Context: an optimization exercise on an open-source flow, tuned for small area and a short achievable clock period. The choices shown serve that exercise and are no tape-out recipe. Where RTL was checked, it was by simulation tests only, not by an equivalence proof against the original. Power is estimated from default activity; no workload was simulated.

==> run K: inputs <==
==> flow/design.v (excerpt) <==
module CircuitTest (a,b,c,z,x,clk,rst);
input [63:0] a, b, c;
input clk,rst;
output reg [31:0] z, x;
reg [32:0] ar, yr;
reg er;
  ...
clock: 7.5 ns
lec_check: 0
abc_area: 1
cap_margin: 20
core_margin: 2
core_utilization: 40
cts_buf_list: sky130_fd_sc_hd__clkbuf_8
setup_slack_margin: 4.4
slew_margin: 20
synth_hierarchical: 1
tns_end_percent: 20
standard.sh (not shown) runs the stock make flow with config.mk's settings and CLKGATE_MAP_FILE= SYNTH_SCRIPT=/design/flow/synth_recipe.tcl, a recipe that flattens the netlist after the stock synthesis.
==> flow/flow/run.sh <==
#!/bin/bash
# Own layout flow: the standard ORFS flow (standard.sh) with these changes:
#  - synthesis script flow/mixsynth.tcl: synth_recipe.tcl with ABC run per module,
#    the small gate modules (g_*) with ORFS's speed script and the top module with
#    ORFS's area script (ABC_AREA 1); hierarchy is flattened at the end as before;
#  - no Yosys full/half-adder extraction (ADDER_MAP_FILE empty);
#  - ABC sizes for a 2 fF load (ABC_LOAD_IN_FF), so gate modules get small cells;
#  - the port buffers that buffer_ports puts on every input and output are
#    sky130_fd_sc_hd__buf_1 instead of the default delay buffer.
# Make's full output goes to flow_make.log here; each ORFS step keeps its own log
# under orfs/logs/.
set -uo pipefail
here=$(pwd)
bash standard.sh ADDER_MAP_FILE= ABC_LOAD_IN_FF=2 \
  "SYNTH_SCRIPT=$here/flow/mixsynth.tcl" \
  "BUFFER_PORTS_ARGS=-buffer_cell sky130_fd_sc_hd__buf_1" \
  finish > flow_make.log 2>&1
==> flow/flow/mixsynth.tcl <==
# The standard flow's synthesis script (synth_recipe.tcl) with one change: ABC maps the small
# gate modules (g_*) with ORFS's speed script, which keeps XOR and MUX cells,
# and the rest of the design with ORFS's area script.
proc synth {args} { yosys synth -nofsm -noshare {*}$args }
proc abc {args} {
  set i [lsearch -exact $args -script]
  set speed [lreplace $args $i [expr {$i + 1}] -script $::env(SCRIPTS_DIR)/abc_speed.script]
  set area [lreplace $args $i [expr {$i + 1}] -script $::env(SCRIPTS_DIR)/abc_area.script]
  foreach m [split [string trim [yosys tee -q -s result.string select -list-mod =g_*]] "\n"] {
    if {$m ne ""} { yosys abc {*}$speed =$m }
  }
  yosys abc {*}$area =$::env(DESIGN_NAME)
}
source $::env(SCRIPTS_DIR)/synth.tcl
# left out here: clear keep_hierarchy, flatten, clean up, hide names made inside functions, write 1_2_yosys.v
==> inputs of run M, as changes to run K <==
CTS_BUF_LIST = sky130_fd_sc_hd__clkbuf_4   (was sky130_fd_sc_hd__clkbuf_8)
CTS_CLUSTER_SIZE = 8   (was default)
TNS_END_PERCENT = 0   (was 20)
==> inputs of run G, as changes to run K <==
--- a/flow/flow/run.sh
+++ b/flow/flow/run.sh
@@ -14,4 +14,5 @@
 bash standard.sh ADDER_MAP_FILE= ABC_LOAD_IN_FF=2 \
   "SYNTH_SCRIPT=$here/flow/mixsynth.tcl" \
   "BUFFER_PORTS_ARGS=-buffer_cell sky130_fd_sc_hd__buf_1" \
+  SKIP_GATE_CLONING=1 \
   finish > flow_make.log 2>&1
TNS_END_PERCENT = 0   (was 20)
==> inputs of run P, as changes to run K <==
CORE_UTILIZATION = 35   (was 40)
TNS_END_PERCENT = 0   (was 20)
==> summary.txt <==
Cells and area
  • Clock-cell share: 0.0319

Floorplanning
  • Die X: 171 um
  • Full die area: 29300 um^2
  • TAP cells: 378

Power and ir drop
  • Power Clock: 0.662 mW
  • Clock share of power: 0.209

Global route
  • Met2 Use GR: 0.376

Timing
  • Final WS setup: 4.32 ns

Status
  • Status: no timing/DRC/antenna violations

Setup path
  • Reg-to-Reg End: x[31]
  • Crit path DAT: 3.39 ns
[end of results for run K]
==> summary.txt <==
Cells and area
  • Clock-cell share: 0.0306

Timing
  • Final WS setup: 4.24 ns

Floorplanning
  • Full die area: 33400 um^2

Setup path
  • Reg-to-Reg End: x[30]
  • Crit path DAT: 3.46 ns

Status
  • Status: no timing/DRC/antenna violations

Power and ir drop
  • Power Clock: 0.653 mW

Global route
  • Met2 Use GR: 0.335
[end of results for run P]
==> summary.txt <==
Power and ir drop
  • Power Clock: 0.661 mW
  • Pleak: 5.30 nW
  • Clock share of power: 0.211

Synthesis
  • Synthesized area per cell: 6.99 um^2
  • Post-synthesis compound-gate area fraction: 0.135

Clock tree
  • Bufs on Longest Clock Path: 2

Status
  • Status: no timing/DRC/antenna violations

Floorplanning
  • Die X: 171 um
  • TAP cells: 378
  • IO Count: 258

Setup path
  • Crit path DAT: 3.48 ns

Cells and area
  • Finished Cell Area: 13300 um^2

Timing
  • Final WS setup: 4.23 ns

Global route
  • Met2 Use GR: 0.374
[end of results for run G]
==> summary.txt <==
Power and ir drop
  • Power Clock: 0.564 mW

Floorplanning
  • Die X: 171 um

Cells and area
  • Clock-cell share: 0.0249

Timing
  • Final WS setup: 4.29 ns

Status
  • Status: no timing/DRC/antenna violations

Global route
  • Met2 Use GR: 0.367

Setup path
  • Reg-to-Reg End: x[31]
[end of results for run M]

========
==> run a: inputs <==
CircuitTest again, from the RTL that the note above started with.
clock: 7.5 ns
lec_check: 0
abc_area: 1
cap_margin: 20
core_margin: 2
core_utilization: 45
cts_buf_list: sky130_fd_sc_hd__clkbuf_8
setup_slack_margin: 4.4
slew_margin: 20
synth_hierarchical: 1
tns_end_percent: 0
==> flow/flow/run.sh <==
#!/bin/bash
# Own layout flow: the standard ORFS flow (standard.sh) with these changes:
#  - synthesis script flow/mixsynth.tcl: synth_recipe.tcl with ABC run per module,
#    the small gate modules (g_*) with ORFS's speed script and the top module with
#    ORFS's area script (ABC_AREA 1); hierarchy is flattened at the end as before;
#  - no Yosys full/half-adder extraction (ADDER_MAP_FILE empty);
#  - ABC sizes for a 2 fF load (ABC_LOAD_IN_FF), so gate modules get small cells;
#  - the port buffers that buffer_ports puts on every input and output are
#    sky130_fd_sc_hd__buf_1 instead of the default delay buffer.
# Make's full output goes to flow_make.log here; each ORFS step keeps its own log
# under orfs/logs/.
set -uo pipefail
here=$(pwd)
bash standard.sh ADDER_MAP_FILE= ABC_LOAD_IN_FF=2 \
  "SYNTH_SCRIPT=$here/flow/mixsynth.tcl" \
  "BUFFER_PORTS_ARGS=-buffer_cell sky130_fd_sc_hd__buf_1" \
  finish > flow_make.log 2>&1
Scripts as last shown in full above: flow/flow/mixsynth.tcl
==> run b (differences from run a) <==
CORE_UTILIZATION = 40   (was 45)
TNS_END_PERCENT = 100   (was 0)
==> run c (differences from run a) <==
CORE_UTILIZATION = 40   (was 45)
CTS_BUF_LIST = sky130_fd_sc_hd__clkbuf_4   (was sky130_fd_sc_hd__clkbuf_8)
==> run d (differences from run a) <==
CORE_UTILIZATION = 50   (was 45)
==> results.txt <==
item                                                                                         run b                    run d                    run a                    run c
Run status                                                                 complete, no violations  complete, no violations  complete, no violations  complete, no violations
Worst reg-to-reg setup slack                                                               4390 ps                  4390 ps                  4360 ps                  4370 ps
Total number of placement rows                                                                  61                       54                       57                       61
Setup clock skew after layout                                                              11.7 ps                  14.3 ps                  12.4 ps                  20.3 ps
DP Worst Slack                                                                             3010 ps                  2790 ps                  2670 ps                  3440 ps
Crit path buffers/inverters                                                                      4                        3                        4                        3
Cell area after layout                                                                 15100 sq um              13600 sq um              14100 sq um              13400 sq um
Root buffer cell                                                                          clkbuf_8                 clkbuf_8                 clkbuf_8                 clkbuf_4
Combinational gate power                                                                   1.73 mW                  1.46 mW                  1.53 mW                  1.42 mW
Critical path peak fanout                                                                        8                        8                        7                       32
Average via count per standard cell                                                           4.99                     5.12                     5.02                     4.90
DRT iter0 DRCs                                                                                 652                      746                      665                      636
Initial core utilization                                                                     0.404                    0.510                    0.459                    0.404
Clk slew on worst S/H paths                                                                  70 ps                    80 ps                    90 ps                   110 ps
Flip-flop and latch share of the layout cell area                                            0.261                    0.289                    0.280                    0.294
Startpoint of the most critical setup path                                                   b[30]                     b[1]                    c[31]                    b[11]
Total half-perimeter wirelength after legalization and detailed placement                  25.8 mm                  23.8 mm                  25.0 mm                  25.9 mm
Via count of the first global-routing pass                                                   10296                     9683                    10024                    10100
Part of the power in registers                                                               0.330                    0.350                    0.344                    0.361
Sw frac                                                                                      0.407                    0.400                    0.404                    0.397
Nets                                                                                          2086                     2078                     2081                     2077
Routed len/inst                                                                       16.0 microns             14.6 microns             15.3 microns             14.9 microns
Maximum cell stage delay along the critical path                                            250 ps                   250 ps                   210 ps                   240 ps
Clock-cell share of area                                                                    0.0220                   0.0295                   0.0278                   0.0249
Gate power share                                                                             0.509                    0.458                    0.472                    0.458
Initial antenna violation count                                                                  8                        1                        4                        7
Area share of buffers outside the clock network                                              0.140                    0.105                    0.114                   0.0988

========
==> v17: inputs <==
CircuitTest, a different RTL version from the one above (not shown whole).
clock: 7.5 ns
lec_check: 0
abc_area: 1
cap_margin: 20
core_margin: 2
core_utilization: 40
cts_buf_list: sky130_fd_sc_hd__clkbuf_8
setup_slack_margin: 4.35
slew_margin: 20
synth_hierarchical: 1
tns_end_percent: 0
Scripts as last shown in full above: flow/flow/run.sh, flow/flow/mixsynth.tcl
==> v26 (differences from v17) <==
SETUP_SLACK_MARGIN = 4.2   (was 4.35)
==> v12 (differences from v17) <==
SETUP_SLACK_MARGIN = 4   (was 4.35)
==> results.txt <==
The lowest hold slack belongs to v12, the highest to v17.
Non-clock buffer count: v12 < v26 < v17.
Between v17 and v12, the lower via count is in v12 (gap about 1.7%, measured against v12).
Wire length, lowest first: v12, v26, v17.
The lowest utilization belongs to v12, the highest to v17.
Between v17 and v26, the lower fmax is in v26 (gap about 1.3%, measured against v26).
Final cell count, lowest first: v12, v26, v17.
No run of this note included a check of the RTL's function; only the layout flow was run.

========
==> nickel <==
CircuitTest, a different RTL version from the one above (not shown whole).
clock: 7.5 ns
lec_check: 0
abc_area: 1
cap_margin: 20
core_margin: 2
core_utilization: 40
setup_slack_margin: 4
slew_margin: 20
tns_end_percent: 0
==> flow/flow/run.sh <==
#!/bin/bash
# Own layout flow: the standard ORFS flow (standard.sh) with two changes:
#  - no Yosys full/half-adder extraction (ADDER_MAP_FILE empty), so ABC maps the
#    hand-written prefix carry logic itself;
#  - the port buffers that buffer_ports inserts on every input and output are
#    sky130_fd_sc_hd__buf_1 instead of the default delay buffer.
# Make's full output goes to flow_make.log here; each ORFS step keeps its own log
# under orfs/logs/.
set -uo pipefail
bash standard.sh ADDER_MAP_FILE= \
  "BUFFER_PORTS_ARGS=-buffer_cell sky130_fd_sc_hd__buf_1" \
  finish > flow_make.log 2>&1
==> zinc: changes against nickel <==
--- a/flow/config.mk
+++ b/flow/config.mk
@@ -10,3 +10,4 @@
 export CORE_MARGIN = 2
-export CORE_UTILIZATION = 40
+export CORE_UTILIZATION = 50
+export CTS_BUF_LIST = sky130_fd_sc_hd__clkbuf_8
 export SETUP_SLACK_MARGIN = 4
==> delta: changes against nickel <==
--- a/flow/config.mk
+++ b/flow/config.mk
@@ -11,3 +11,4 @@
 export CORE_UTILIZATION = 40
-export SETUP_SLACK_MARGIN = 4
+export CTS_BUF_LIST = sky130_fd_sc_hd__clkbuf_8
+export SETUP_SLACK_MARGIN = 4.2
 export SLEW_MARGIN = 20
==> qor summary <==
Relative area change from synthesis to final layout: nickel 20.2%; delta 19.8%; zinc 17.7%
Wire length of the first global-routing pass: nickel 55600 um; delta 56600 um; zinc 49200 um
Post-detailed-placement cell area: nickel 13100 um2; delta 13100 um2; zinc 13000 um2
Status: nickel finished clean; delta finished clean; zinc finished clean
Vias after detailed routing: nickel 12308; delta 12244; zinc 12144
Power in sequential cells: nickel 1.08 mW; delta 1.08 mW; zinc 1.07 mW
Net load switching power: nickel 1.21 mW; delta 1.18 mW; zinc 1.15 mW
CTS clock-pin slew for the worst setup and hold paths: nickel 0.06 ns; delta 0.07 ns; zinc 0.07 ns
Number of standard-cell rows in the floorplan: nickel 62; delta 62; zinc 56
Critical Path Stages: nickel 17; delta 15; zinc 14
Period Utilization, post-route: nickel 0.460; delta 0.457; zinc 0.456
Antenna diode instance count: nickel 2; delta 2; zinc 1
Final core area utilization: nickel 0.490; delta 0.488; zinc 0.595

-- re-timing with driven ports --
Ports are ideal in the flow. The routed layouts listed here were re-timed in OpenROAD. Step 1, drivers: a clkbuf_16 drives clk and a buf_2 each remaining input, both assumed. Step 2, shift: input delay + t, output delay - t, t = (earliest + latest rising clock arrival at the registers) / 2. This alone moves slack from input paths to output paths. a / b / c = ideal / step 1 / step 2; a / b = the first two.
| run | t, ns | slack for setup (ns) | cell pins on the clock port's net |
|---|---|---|---|
| run K | 0.484 | 4.319 / 4.336 / 3.852 | 1 |
| run M | 0.574 | 4.292 / 4.284 / 3.710 | 1 |
| run G | 0.484 | 4.227 / 4.230 / 3.745 | 1 |
| run P | 0.479 | 4.242 / 4.224 / 3.745 | 1 |
| run a | 0.477 | 4.188 / 4.192 / 3.714 | 1 |
| run b | 0.497 | 4.261 / 4.266 / 3.768 | 1 |
| run c | 0.574 | 4.292 / 4.284 / 3.710 | 1 |
| run d | 0.480 | 4.316 / 4.324 / 3.844 | 1 |
| v17 | 0.496 | 4.316 / 4.321 / 3.825 | 1 |
| v26 | 0.493 | 4.276 / 4.294 / 3.801 | 1 |
| v12 | 0.495 | 4.074 / 4.055 / 3.560 | 1 |
| nickel | 0.475 | 4.048 / 4.075 / 3.600 | 1 |
| zinc | 0.472 | 4.077 / 4.064 / 3.593 | 1 |
| delta | 0.502 | 4.074 / 4.096 / 3.593 | 1 |
After both steps setup and hold are still met in every run listed.
